This design comes from an exercise in tuning for small area and a short achievable clock period on the open sky130 flow, not from production work.
The RTL was checked by simulation tests, not by an equivalence proof against the original design.
No driver is modelled on the clock port, so clock power and skew are understated where the tree is cut down; a real chip needs a root buffer or a tree.
Power figures rest on the tool's default switching activity, not on a simulated workload.

// KSA_pipe
module KSA_pipe(s, a, b, c, clk);
   input [63:0] a;
   input [63:0] b;
   input        c;
   input        clk;
   output [64:0] s;
   wire [93:0] x;
   reg  [93:0] xr;
   wire [64:0] sOut;
   reg  [64:0] sr;
   wire p0_1;
   wire p0_2;
   wire p0_3;
   wire p0_4;
   wire g0_5;
   wire g0_6;
   wire g0_7;
   wire g0_8;
   wire g0_9;
   wire c0_g10;
   wire c0_g11;
   wire c0_g12;
   wire p1_13;
   wire p1_14;
   wire p1_15;
   wire p1_16;
   wire g1_17;
   wire g1_18;
   wire g1_19;
   wire g1_20;
   wire c1_g21;
   wire c1_g22;
   wire c1_g23;
   wire bp1_24;
   wire q0_g25;
   wire p2_26;
   wire p2_27;
   wire p2_28;
   wire p2_29;
   wire g2_30;
   wire g2_31;
   wire g2_32;
   wire g2_33;
   wire c2_g34;
   wire c2_g35;
   wire c2_g36;
   wire bp2_37;
   wire p3_38;
   wire p3_39;
   wire p3_40;
   wire p3_41;
   wire g3_42;
   wire g3_43;
   wire g3_44;
   wire g3_45;
   wire c3_g46;
   wire c3_g47;
   wire c3_g48;
   wire bp3_49;
   wire q1_g50;
   wire q1_p51;
   wire p4_52;
   wire p4_53;
   wire p4_54;
   wire p4_55;
   wire g4_56;
   wire g4_57;
   wire g4_58;
   wire g4_59;
   wire c4_g60;
   wire c4_g61;
   wire c4_g62;
   wire bp4_63;
   wire p5_64;
   wire p5_65;
   wire p5_66;
   wire p5_67;
   wire g5_68;
   wire g5_69;
   wire g5_70;
   wire g5_71;
   wire c5_g72;
   wire c5_g73;
   wire c5_g74;
   wire bp5_75;
   wire q2_g76;
   wire q2_p77;
   wire p6_78;
   wire p6_79;
   wire p6_80;
   wire p6_81;
   wire g6_82;
   wire g6_83;
   wire g6_84;
   wire g6_85;
   wire c6_g86;
   wire c6_g87;
   wire c6_g88;
   wire bp6_89;
   wire p7_90;
   wire p7_91;
   wire p7_92;
   wire p7_93;
  ...
Size in the first run: ~750 cells after synthesis, about 200 I/O pins.
export LEC_CHECK = 0
export ABC_AREA = 1
export CAP_MARGIN = 20
export CORE_MARGIN = 2
export CORE_UTILIZATION = 50
export PLACE_DENSITY = 0.65
export SETUP_SLACK_MARGIN = 1.8
export SLEW_MARGIN = 20
create_clock -name core_clock -period 3.4 [get_ports {clk}]
standard.sh (not shown) runs the stock make flow with config.mk's settings and CLKGATE_MAP_FILE= SYNTH_SCRIPT=/design/flow/synth_recipe.tcl, a recipe that flattens the netlist after the stock synthesis.
==> flow/flow/run.sh <==
#!/bin/bash
# Layout: the standard flow (standard.sh) with these changes: synthesis maps
# no full or half adder cells (ADDER_MAP_FILE empty), so abc maps the adder logic
# itself; ports get the buffer cell named below; and after clock tree synthesis
# flow/clocktree.tcl replaces the tree by one level of buffers driven by the clock
# port; before resizing flow/outbuf.tcl makes the output ports' buffers OUTBUF_CELL.
# The flow's output goes to standard.log, and ORFS's own logs to orfs/logs.
set -euo pipefail
bash standard.sh ADDER_MAP_FILE= "PRE_RESIZE_TCL=$PWD/flow/outbuf.tcl" "POST_CTS_TCL=$PWD/flow/clocktree.tcl" BUFFER_PORTS_ARGS=-buffer_cell\ sky130_fd_sc_hd__buf_1 CTS_ARGS=-sink_clustering_enable\ -dont_use_dummy_load\ -root_buf\ sky130_fd_sc_hd__clkbuf_16\ -buf_list\ sky130_fd_sc_hd__clkbuf_16\ -sink_clustering_size\ 40\ -sink_clustering_max_diameter\ 200 CLKTREE_CELL=sky130_fd_sc_hd__clkbuf_8 CLKTREE_NLEAF=4 CLKTREE_LEAF_CELL=sky130_fd_sc_hd__clkbuf_4 OUTBUF_CELL=sky130_fd_sc_hd__buf_2 finish > standard.log 2>&1
Other scripts of this flow, unchanged in this note and not shown: flow/flow/clocktree.tcl, flow/flow/outbuf.tcl
The first run went through all stages and came out clean.
Change:
--- a/flow/flow/run.sh
+++ b/flow/flow/run.sh
@@ -1,7 +1,11 @@
 #!/bin/bash
-# Layout: the standard flow (standard.sh) with these changes: synthesis maps
-# no full or half adder cells (ADDER_MAP_FILE empty), so abc maps the adder logic
-# itself; ports get the buffer cell named below; and after clock tree synthesis
-# flow/clocktree.tcl replaces the tree by one level of buffers driven by the clock
-# port; before resizing flow/outbuf.tcl makes the output ports' buffers OUTBUF_CELL.
+# Layout: the standard flow (standard.sh), with these changes:
+#  - synthesis maps no full or half adder cells (ADDER_MAP_FILE empty), so abc
+#    maps the adder logic itself;
+#  - buffer_ports buffers every port with buf_1, and before the resize step
+#    flow/outbuf.tcl makes the output ports' buffers OUTBUF_CELL (buf_2);
+#  - after clock tree synthesis flow/clocktree.tcl replaces the tree by a
+#    balanced two-level tree (CLKTREE_*: 4 first-level buffers driven straight
+#    from the clock port, each driving 4 leaf buffers), then repairs timing as
+#    the CTS step does.
 # The flow's output goes to standard.log, and ORFS's own logs to orfs/logs.
Settings changed: SETUP_SLACK_MARGIN 1.8 to 1.85.
After rerunning: The changed run finished clean. Sequential power hardly moves. Via count is higher by 3.5%. Setup slack gains 0.031 ns. Final area is higher by 1.2%.
Change:
==> flow/flow/run.sh (replaced) <==
#!/bin/bash
# Layout: the standard flow (standard.sh) with these changes: synthesis maps
# no full or half adder cells (ADDER_MAP_FILE empty), so abc maps the adder logic
# itself; ports get the buffer cell named below; and after clock tree synthesis
# flow/clocktree.tcl replaces the tree by one level of buffers driven by the clock
# port; before resizing flow/outbuf.tcl makes the output ports' buffers OUTBUF_CELL.
# The flow's output goes to standard.log, and ORFS's own logs to orfs/logs.
set -euo pipefail
bash standard.sh ADDER_MAP_FILE= "PRE_RESIZE_TCL=$PWD/flow/outbuf.tcl" "POST_CTS_TCL=$PWD/flow/clocktree.tcl" BUFFER_PORTS_ARGS=-buffer_cell\ sky130_fd_sc_hd__buf_1 CTS_ARGS=-sink_clustering_enable\ -dont_use_dummy_load\ -root_buf\ sky130_fd_sc_hd__clkbuf_16\ -buf_list\ sky130_fd_sc_hd__clkbuf_16\ -sink_clustering_size\ 40\ -sink_clustering_max_diameter\ 200 CLKTREE_CELL=sky130_fd_sc_hd__clkbuf_8 CLKTREE_NLEAF=4 CLKTREE_LEAF_CELL=sky130_fd_sc_hd__clkbuf_4 OUTBUF_CELL=sky130_fd_sc_hd__buf_2 finish > standard.log 2>&1
Settings changed: CORE_UTILIZATION 50 to 65, PLACE_DENSITY 0.65 to 0.8, SETUP_SLACK_MARGIN 1.85 to 1.8.
=>
- sequential power is about the same
- wire length climbs by 7.7%
- via count is higher by 5.0%
- utilization goes up by 18 points
- critical path depth grows by 9
- register-to-register slack loses 0.07 ns
- synthesized area stays the same
- global-route usage climbs by 6.4 points
- power is about the same
- synthesized cell count does not change
- cell count shrinks by 3.4%
Change:
--- a/flow/flow/run.sh
+++ b/flow/flow/run.sh
@@ -1,7 +1,11 @@
 #!/bin/bash
-# Layout: the standard flow (standard.sh) with these changes: synthesis maps
-# no full or half adder cells (ADDER_MAP_FILE empty), so abc maps the adder logic
-# itself; ports get the buffer cell named below; and after clock tree synthesis
-# flow/clocktree.tcl replaces the tree by one level of buffers driven by the clock
-# port; before resizing flow/outbuf.tcl makes the output ports' buffers OUTBUF_CELL.
+# Layout: the standard flow (standard.sh), with these changes:
+#  - synthesis maps no full or half adder cells (ADDER_MAP_FILE empty), so abc
+#    maps the adder logic itself;
+#  - buffer_ports buffers every port with buf_1, and before the resize step
+#    flow/outbuf.tcl makes the output ports' buffers OUTBUF_CELL (buf_2);
+#  - after clock tree synthesis flow/clocktree.tcl replaces the tree by a
+#    balanced two-level tree (CLKTREE_*: 4 first-level buffers driven straight
+#    from the clock port, each driving 4 leaf buffers), then repairs timing as
+#    the CTS step does.
 # The flow's output goes to standard.log, and ORFS's own logs to orfs/logs.
Settings changed: CORE_UTILIZATION 65 to 50, PLACE_DENSITY 0.8 to 0.65, SETUP_SLACK_MARGIN 1.8 to 1.9.
Result:
- final cell count went up by a few percent
- wire length went down by a few percent
- first-iteration DRC count went up by well over a third
- worst hold slack degrades by 0.0036 ns
- synthesized area is unchanged
- power went up slightly
No run of this note takes its clock network from TritonCTS; it comes from the design's own scripts or RTL.

-- what the ideal ports hide --
No port has a modelled driver above. Below, the same layouts with a new extraction and two added sets of constraints. Step 1 sets driving cells, clkbuf_16 on the clock port and buf_2 on the other inputs (assumed; they add their load-dependent delay and slew). Step 2, shift: input delay + t, output delay - t, t = (earliest + latest rising clock arrival at the registers) / 2. This alone moves slack from input paths to output paths. Three values: ideal, step 1, step 2; two values: the first two.
run	shift t [ns]	slack for setup (ns)	hold WS [ns]	worst register clock-pin slew, ns
the first run	0.361	1.924 / 1.856 / 1.631	0.316 / 0.316 / 0.316	0.11 / 0.11
the second run	0.363	1.955 / 1.887 / 1.640	0.325 / 0.325 / 0.325	0.11 / 0.11
the third run	0.363	1.890 / 1.843 / 1.568	0.324 / 0.324 / 0.324	0.10 / 0.10
the fourth run	0.366	1.957 / 1.886 / 1.680	0.321 / 0.321 / 0.321	0.10 / 0.10
After both steps every run listed still meets setup and hold. For the third run, which loses most, drivers alone change the setup slack by -0.047 ns; drivers and shift together by -0.322 ns.
